Source: an optimization exercise on an open RTL-to-GDS flow (aim: small area, a short achievable clock period and few clock cycles). Production flows keep margins and buffers that such runs may drop. Only simulation tests tie the RTL to the original design; equivalence was not proved. Power figures rest on the tool's default switching activity, not on a simulated workload.

==> flow/design.v <==
module rv32i_pipe (
    input  logic        clk,
    input  logic        reset,
    output logic [31:0] imem_addr,
    input  logic [31:0] imem_rdata,
    output logic [31:0] dmem_addr,
    output logic [31:0] dmem_wdata,
    output logic [3:0]  dmem_byteen,
    output logic        dmem_we,
    input  logic [31:0] dmem_rdata
);
    localparam logic [6:0] OP_LUI    = 7'b0110111;
    localparam logic [6:0] OP_AUIPC  = 7'b0010111;
    localparam logic [6:0] OP_JAL    = 7'b1101111;
    localparam logic [6:0] OP_JALR   = 7'b1100111;
    localparam logic [6:0] OP_BRANCH = 7'b1100011;
    localparam logic [6:0] OP_LOAD   = 7'b0000011;
    localparam logic [6:0] OP_STORE  = 7'b0100011;
    localparam logic [6:0] OP_IMM    = 7'b0010011;
    localparam logic [6:0] OP_REG    = 7'b0110011;
    logic [31:0] pc_f;
    logic        id_v;
    logic        id_pred;
    logic [31:0] id_inst, id_pc;
    logic [31:0] ex_a, ex_b, ex_alt;
    logic [4:0]  ex_rd;
    logic        ex_wr, ex_load, ex_store, ex_br, ex_jalr, ex_pred, ex_kill;
    logic        ex_sub, ex_sadd, ex_sslt, ex_ssltu, ex_sxor, ex_sor, ex_sand,
                 ex_ssll, ex_ssr, ex_sra, ex_salt;
    logic [2:0]  ex_f3;
    logic [31:0] mem_res, mem_wdata;
    logic [3:0]  mem_be;
    logic        mem_we, mem_load, mem_wr;
    logic [2:0]  mem_f3;
    logic [4:0]  mem_rd;
    logic [31:1][31:0] rf;
    logic        redirect, stall;
    logic [31:0] redirect_pc;
    assign imem_addr = pc_f;
    logic        f_jal, f_btaken;
    logic [31:0] f_jtarget, f_btarget, pc_4f, f_next;
    assign f_jal     = imem_rdata[6:0] == OP_JAL;
    assign f_btaken  = imem_rdata[6:0] == OP_BRANCH && (imem_rdata[31] || imem_rdata[14:12] == 3'b001);
    assign f_jtarget = pc_f + {{12{imem_rdata[31]}}, imem_rdata[19:12], imem_rdata[20], imem_rdata[30:21], 1'b0};
    assign f_btarget = pc_f + {{20{imem_rdata[31]}}, imem_rdata[7], imem_rdata[30:25], imem_rdata[11:8], 1'b0};
    assign pc_4f     = pc_f + 32'd4;
    assign f_next    = f_jal ? f_jtarget : f_btaken ? f_btarget : pc_4f;
    always_ff @(posedge clk) begin
        if (reset)
            pc_f <= 32'd0;
        else if (redirect)
            pc_f <= redirect_pc;
        else if (!stall)
            pc_f <= f_next;
    end
    always_ff @(posedge clk) begin
        if (reset || redirect)
            id_v <= 1'b0;
        else if (!stall)
            id_v <= 1'b1;
    end
    always_ff @(posedge clk) begin
        if (!stall) begin
            id_inst <= imem_rdata;
            id_pc   <= pc_f;
            id_pred <= f_btaken;
        end
    end
    logic [6:0]  op;
    logic [4:0]  rs1, rs2, rd;
    logic [2:0]  f3;
    logic        d_lui, d_auipc, d_jal, d_jalr, d_br, d_load, d_store, d_imm, d_reg;
    logic        use1, use2, d_wr;
    logic [31:0] imm, pc_sum;
    assign op  = id_inst[6:0];
    assign rd  = id_inst[11:7];
    assign f3  = id_inst[14:12];
    assign rs1 = id_inst[19:15];
    assign rs2 = id_inst[24:20];
    assign d_lui   = op == OP_LUI;
    assign d_auipc = op == OP_AUIPC;
    assign d_jal   = op == OP_JAL;
    assign d_jalr  = op == OP_JALR;
    assign d_br    = op == OP_BRANCH;
    assign d_load  = op == OP_LOAD;
    assign d_store = op == OP_STORE;
    assign d_imm   = op == OP_IMM;
    assign d_reg   = op == OP_REG;
    assign use1 = d_jalr | d_br | d_load | d_store | d_imm | d_reg;
    assign use2 = d_br | d_store | d_reg;
    assign d_wr = (d_lui | d_auipc | d_jal | d_jalr | d_load | d_imm | d_reg) && rd != 5'd0;
    always_comb begin
        if (d_store)
            imm = {{20{id_inst[31]}}, id_inst[31:25], id_inst[11:7]};
        else if (d_br)
            imm = {{20{id_inst[31]}}, id_inst[7], id_inst[30:25], id_inst[11:8], 1'b0};
        else if (d_lui | d_auipc)
            imm = {id_inst[31:12], 12'b0};
        else
            imm = {{20{id_inst[31]}}, id_inst[31:20]};
    end
    assign pc_sum = id_pc + ((d_auipc | (d_br & ~id_pred)) ? imm : 32'd4);
    logic [31:0] r1, r2;
    always_comb begin
        r1 = 32'd0;
        r2 = 32'd0;
        for (int i = 1; i < 32; i++) begin
            r1 = r1 | ({32{rs1 == 5'(i)}} & rf[i]);
            r2 = r2 | ({32{rs2 == 5'(i)}} & rf[i]);
        end
    end
    assign stall = id_v && ex_load &&
                   ((use1 && rs1 == ex_rd) || (use2 && rs2 == ex_rd));
    logic go;
    assign go = id_v && !stall;
    logic        f1m, f1w, f2m, f2w;
    logic [31:0] ex_out, m_out, r1f, r2f;
    assign f1m = ex_wr && ex_rd == rs1;
    assign f1w = mem_wr && mem_rd == rs1;
    assign f2m = ex_wr && ex_rd == rs2;
    assign f2w = mem_wr && mem_rd == rs2;
    assign r1f = f1m ? ex_out : f1w ? m_out : r1;
    assign r2f = f2m ? ex_out : f2w ? m_out : r2;
    always_ff @(posedge clk) begin
        if (reset || !go) begin
            ex_wr    <= 1'b0;
            ex_load  <= 1'b0;
            ex_store <= 1'b0;
            ex_br    <= 1'b0;
            ex_jalr  <= 1'b0;
        end else begin
            ex_wr    <= d_wr;
            ex_load  <= d_load;
            ex_store <= d_store;
            ex_br    <= d_br;
            ex_jalr  <= d_jalr;
        end
    end
    always_ff @(posedge clk) begin
        if (reset)
            ex_kill <= 1'b0;
        else
            ex_kill <= redirect;
    end
    always_ff @(posedge clk) begin
        ex_a    <= r1f;
        ex_b    <= (d_br | d_reg) ? r2f : imm;
        ex_alt  <= d_store ? r2f : d_lui ? imm : pc_sum;
        ex_rd   <= rd;
        ex_pred <= id_pred;
        ex_f3   <= f3;
        ex_sub   <= d_br | (d_reg & (f3 == 3'd0) & id_inst[30]) |
                    ((d_reg | d_imm) & (f3 == 3'd2 || f3 == 3'd3));
        ex_sadd  <= ~((d_reg | d_imm) & (f3 != 3'd0));
        ex_sslt  <= (d_reg | d_imm) & (f3 == 3'd2);
        ex_ssltu <= (d_reg | d_imm) & (f3 == 3'd3);
        ex_sxor  <= (d_reg | d_imm) & (f3 == 3'd4);
        ex_sor   <= (d_reg | d_imm) & (f3 == 3'd6);
        ex_sand  <= (d_reg | d_imm) & (f3 == 3'd7);
        ex_ssll  <= (d_reg | d_imm) & (f3 == 3'd1);
        ex_ssr   <= (d_reg | d_imm) & (f3 == 3'd5);
        ex_sra   <= id_inst[30];
        ex_salt  <= d_lui | d_auipc | d_jal | d_jalr;
    end
    logic [31:0] a, b, sd;
    assign a  = ex_a;
    assign b  = ex_b;
    assign sd = ex_alt;
    logic [32:0] sum;
    logic        lt_u, lt_s, eq, taken;
    assign sum  = {1'b0, a} + {1'b0, b ^ {32{ex_sub}}} + {32'd0, ex_sub};
    assign lt_u = ~sum[32];
    assign lt_s = (a[31] ^ b[31]) ? a[31] : sum[31];
    assign eq   = a == b;
    logic [31:0] sh_in, sh_out, sh_res;
    logic [32:0] sh_tmp;
    always_comb begin
        for (int i = 0; i < 32; i++) sh_in[i] = ex_ssll ? a[31 - i] : a[i];
        sh_tmp = $signed({ex_ssr & ex_sra & a[31], sh_in}) >>> b[4:0];
        sh_out = sh_tmp[31:0];
        for (int i = 0; i < 32; i++) sh_res[i] = ex_ssll ? sh_out[31 - i] : sh_out[i];
    end
    logic [31:0] res;
    assign res = ({32{ex_sadd}}  & sum[31:0]) |
                 ({32{ex_sslt}}  & {31'd0, lt_s}) |
                 ({32{ex_ssltu}} & {31'd0, lt_u}) |
                 ({32{ex_sxor}}  & (a ^ b)) |
                 ({32{ex_sor}}   & (a | b)) |
                 ({32{ex_sand}}  & (a & b)) |
                 ({32{ex_ssll | ex_ssr}} & sh_res);
    always_comb begin
        case (ex_f3)
            3'd0, 3'd1: taken = eq;
            3'd4, 3'd5: taken = lt_s;
            default:    taken = lt_u;
        endcase
        taken = taken ^ ex_f3[0];
    end
    assign redirect    = ((ex_br && (taken != ex_pred)) || ex_jalr) && !ex_kill;
    assign redirect_pc = ex_jalr ? {sum[31:1], 1'b0} : ex_alt;
    logic [3:0] be;
    always_comb begin
        case (ex_f3[1:0])
            2'd0:    be = 4'b0001 << sum[1:0];
            2'd1:    be = sum[1] ? 4'b1100 : 4'b0011;
            default: be = 4'b1111;
        endcase
    end
    assign ex_out = ex_salt ? ex_alt : res;
    always_ff @(posedge clk) begin
        if (reset) begin
            mem_we   <= 1'b0;
            mem_wr   <= 1'b0;
            mem_load <= 1'b0;
        end else begin
            mem_we   <= ex_store && !ex_kill;
            mem_wr   <= ex_wr && !ex_kill;
            mem_load <= ex_load;
        end
    end
    always_ff @(posedge clk) begin
        mem_res   <= ex_out;
        mem_wdata <= (ex_f3[1:0] == 2'd0) ? {4{sd[7:0]}} :
                     (ex_f3[1:0] == 2'd1) ? {2{sd[15:0]}} : sd;
        mem_be    <= be;
        mem_f3    <= ex_f3;
        mem_rd    <= ex_rd;
    end
    assign dmem_addr   = mem_res;
    assign dmem_wdata  = mem_wdata;
    assign dmem_byteen = mem_be;
    assign dmem_we     = mem_we;
    logic [31:0] ld_sh, ld_val;
    assign ld_sh = dmem_rdata >> {mem_res[1:0], 3'b000};
    always_comb begin
        case (mem_f3[1:0])
            2'd0:    ld_val = {{24{~mem_f3[2] & ld_sh[7]}}, ld_sh[7:0]};
            2'd1:    ld_val = {{16{~mem_f3[2] & ld_sh[15]}}, ld_sh[15:0]};
            default: ld_val = ld_sh;
        endcase
    end
    assign m_out = mem_load ? ld_val : mem_res;
    always_ff @(posedge clk) begin
        for (int i = 1; i < 32; i++)
            if (mem_wr && mem_rd == 5'(i))
                rf[i] <= m_out;
    end
endmodule
Settings: LEC_CHECK=0, CAP_MARGIN=20, CORE_MARGIN=2, CORE_UTILIZATION=55, CTS_CLUSTER_DIAMETER=100, CTS_CLUSTER_SIZE=20, SETUP_SLACK_MARGIN=5, SLEW_MARGIN=20; clock period 10.0 ns.
standard.sh (not shown) runs the stock make flow with config.mk's settings and CLKGATE_MAP_FILE= SYNTH_SCRIPT=/design/flow/synth_recipe.tcl, a recipe that flattens the netlist after the stock synthesis.
==> flow/flow/run.sh <==
#!/bin/bash
set -euo pipefail
bash standard.sh SETUP_SLACK_MARGIN=6 finish > standard.log 2>&1
The starting point completed with no timing, DRC or antenna violations.
Testbench counts at the start, summed over its fixed seeds: cycles 59,499.
Edit:
--- a/flow/design.v
+++ b/flow/design.v
@@ -21,7 +21,7 @@
     logic [31:0] pc_f;
     logic        id_v;
     logic        id_pred;
-    logic [31:0] id_inst, id_pc;
+    logic [31:0] id_inst, id_alt;
     logic [31:0] ex_a, ex_b, ex_alt;
     logic [4:0]  ex_rd;
     logic        ex_wr, ex_load, ex_store, ex_br, ex_jalr, ex_pred, ex_kill;
@@ -38,13 +38,16 @@
     logic [31:0] redirect_pc;
     assign imem_addr = pc_f;
     logic        f_jal, f_btaken;
-    logic [31:0] f_jtarget, f_btarget, pc_4f, f_next;
+    logic [31:0] f_jtarget, f_btarget, f_utarget, pc_4f, f_next, f_alt;
     assign f_jal     = imem_rdata[6:0] == OP_JAL;
     assign f_btaken  = imem_rdata[6:0] == OP_BRANCH && (imem_rdata[31] || imem_rdata[14:12] == 3'b001);
     assign f_jtarget = pc_f + {{12{imem_rdata[31]}}, imem_rdata[19:12], imem_rdata[20], imem_rdata[30:21], 1'b0};
     assign f_btarget = pc_f + {{20{imem_rdata[31]}}, imem_rdata[7], imem_rdata[30:25], imem_rdata[11:8], 1'b0};
     assign pc_4f     = pc_f + 32'd4;
     assign f_next    = f_jal ? f_jtarget : f_btaken ? f_btarget : pc_4f;
+    assign f_utarget = {pc_f[31:12] + imem_rdata[31:12], pc_f[11:0]};
+    assign f_alt     = (imem_rdata[6:0] == OP_AUIPC) ? f_utarget :
+                       (imem_rdata[6:0] == OP_BRANCH && !f_btaken) ? f_btarget : pc_4f;
     always_ff @(posedge clk) begin
         if (reset)
             pc_f <= 32'd0;
@@ -62,7 +65,7 @@
     always_ff @(posedge clk) begin
         if (!stall) begin
             id_inst <= imem_rdata;
-            id_pc   <= pc_f;
+            id_alt  <= f_alt;
             id_pred <= f_btaken;
         end
     end
@@ -71,7 +74,7 @@
     logic [2:0]  f3;
     logic        d_lui, d_auipc, d_jal, d_jalr, d_br, d_load, d_store, d_imm, d_reg;
     logic        use1, use2, d_wr;
-    logic [31:0] imm, pc_sum;
+    logic [31:0] imm;
     assign op  = id_inst[6:0];
     assign rd  = id_inst[11:7];
     assign f3  = id_inst[14:12];
@@ -99,7 +102,6 @@
         else
             imm = {{20{id_inst[31]}}, id_inst[31:20]};
     end
-    assign pc_sum = id_pc + ((d_auipc | (d_br & ~id_pred)) ? imm : 32'd4);
     logic [31:0] r1, r2;
     always_comb begin
         r1 = 32'd0;
@@ -145,7 +147,7 @@
     always_ff @(posedge clk) begin
         ex_a    <= r1f;
         ex_b    <= (d_br | d_reg) ? r2f : imm;
-        ex_alt  <= d_store ? r2f : d_lui ? imm : pc_sum;
+        ex_alt  <= d_store ? r2f : d_lui ? imm : id_alt;
         ex_rd   <= rd;
         ex_pred <= id_pred;
         ex_f3   <= f3;
@@ -167,11 +169,10 @@
     assign b  = ex_b;
     assign sd = ex_alt;
     logic [32:0] sum;
-    logic        lt_u, lt_s, eq, taken;
+    logic        lt_u, lt_s, taken;
     assign sum  = {1'b0, a} + {1'b0, b ^ {32{ex_sub}}} + {32'd0, ex_sub};
     assign lt_u = ~sum[32];
     assign lt_s = (a[31] ^ b[31]) ? a[31] : sum[31];
-    assign eq   = a == b;
     logic [31:0] sh_in, sh_out, sh_res;
     logic [32:0] sh_tmp;
     always_comb begin
@@ -188,11 +189,22 @@
                  ({32{ex_sor}}   & (a | b)) |
                  ({32{ex_sand}}  & (a & b)) |
                  ({32{ex_ssll | ex_ssr}} & sh_res);
+    logic [31:0] dif;
+    logic [30:0] hi30;
+    logic        lt31, b_ltu, b_lts;
+    assign dif = a ^ b;
+    always_comb begin
+        hi30[30] = 1'b0;
+        for (int i = 29; i >= 0; i--) hi30[i] = hi30[i + 1] | dif[i + 1];
+    end
+    assign lt31  = |(b[30:0] & dif[30:0] & ~hi30);
+    assign b_ltu = dif[31] ? b[31] : lt31;
+    assign b_lts = dif[31] ? a[31] : lt31;
     always_comb begin
         case (ex_f3)
-            3'd0, 3'd1: taken = eq;
-            3'd4, 3'd5: taken = lt_s;
-            default:    taken = lt_u;
+            3'd0, 3'd1: taken = ~|dif;
+            3'd4, 3'd5: taken = b_lts;
+            default:    taken = b_ltu;
         endcase
         taken = taken ^ ex_f3[0];
     end
After rerunning: Worst setup slack gets worse by 0.0084 ns; area after synthesis came out higher by 2.2%; total power came out higher by 1.2%; utilization came out lower by 1.7 points; clock-buffer cell count came out lower by 13; fmax stays flat; first-iteration DRC count came out lower by about 6%; die area came out higher by about 2.2%; final area came out lower by about 0.65%; global-route usage came out lower by 1.3 points; critical path depth came out lower by 6; sequential share of layout area came out higher by 0.28 points.
Testbench counts after the change, summed over its fixed seeds: cycles 59,499.

## static timing again, ports no longer ideal
Ports are ideal in the flow. The routed layouts listed here were re-timed in OpenROAD.
Step 1 (the two cells are an assumption about what drives the block):
set clk [get_ports {clk}]
set_driving_cell -lib_cell sky130_fd_sc_hd__clkbuf_16 $clk
set_driving_cell -lib_cell sky130_fd_sc_hd__buf_2 [delete_from_list [all_inputs] $clk]
Step 2, shift: input delay + t, output delay - t, t = (earliest + latest rising clock arrival at the registers) / 2. This alone moves slack from input paths to output paths.
a / b / c = no drivers / after step 1 / after step 2; a / b = the first two.
run | t (ns) | setup WS [ns] | worst setup path at the end | slew at the worst register clock pin (ns)
the first run | 0.829 | 5.747 / 5.747 / 5.066 | input to register | 0.10 / 0.10
the second run | 0.823 | 5.739 / 5.739 / 5.115 | input to register | 0.10 / 0.10
After both steps setup and hold are still met in every run listed. For the first run, which loses most, drivers alone change the setup slack by 0.000 ns; drivers and shift together by -0.681 ns.
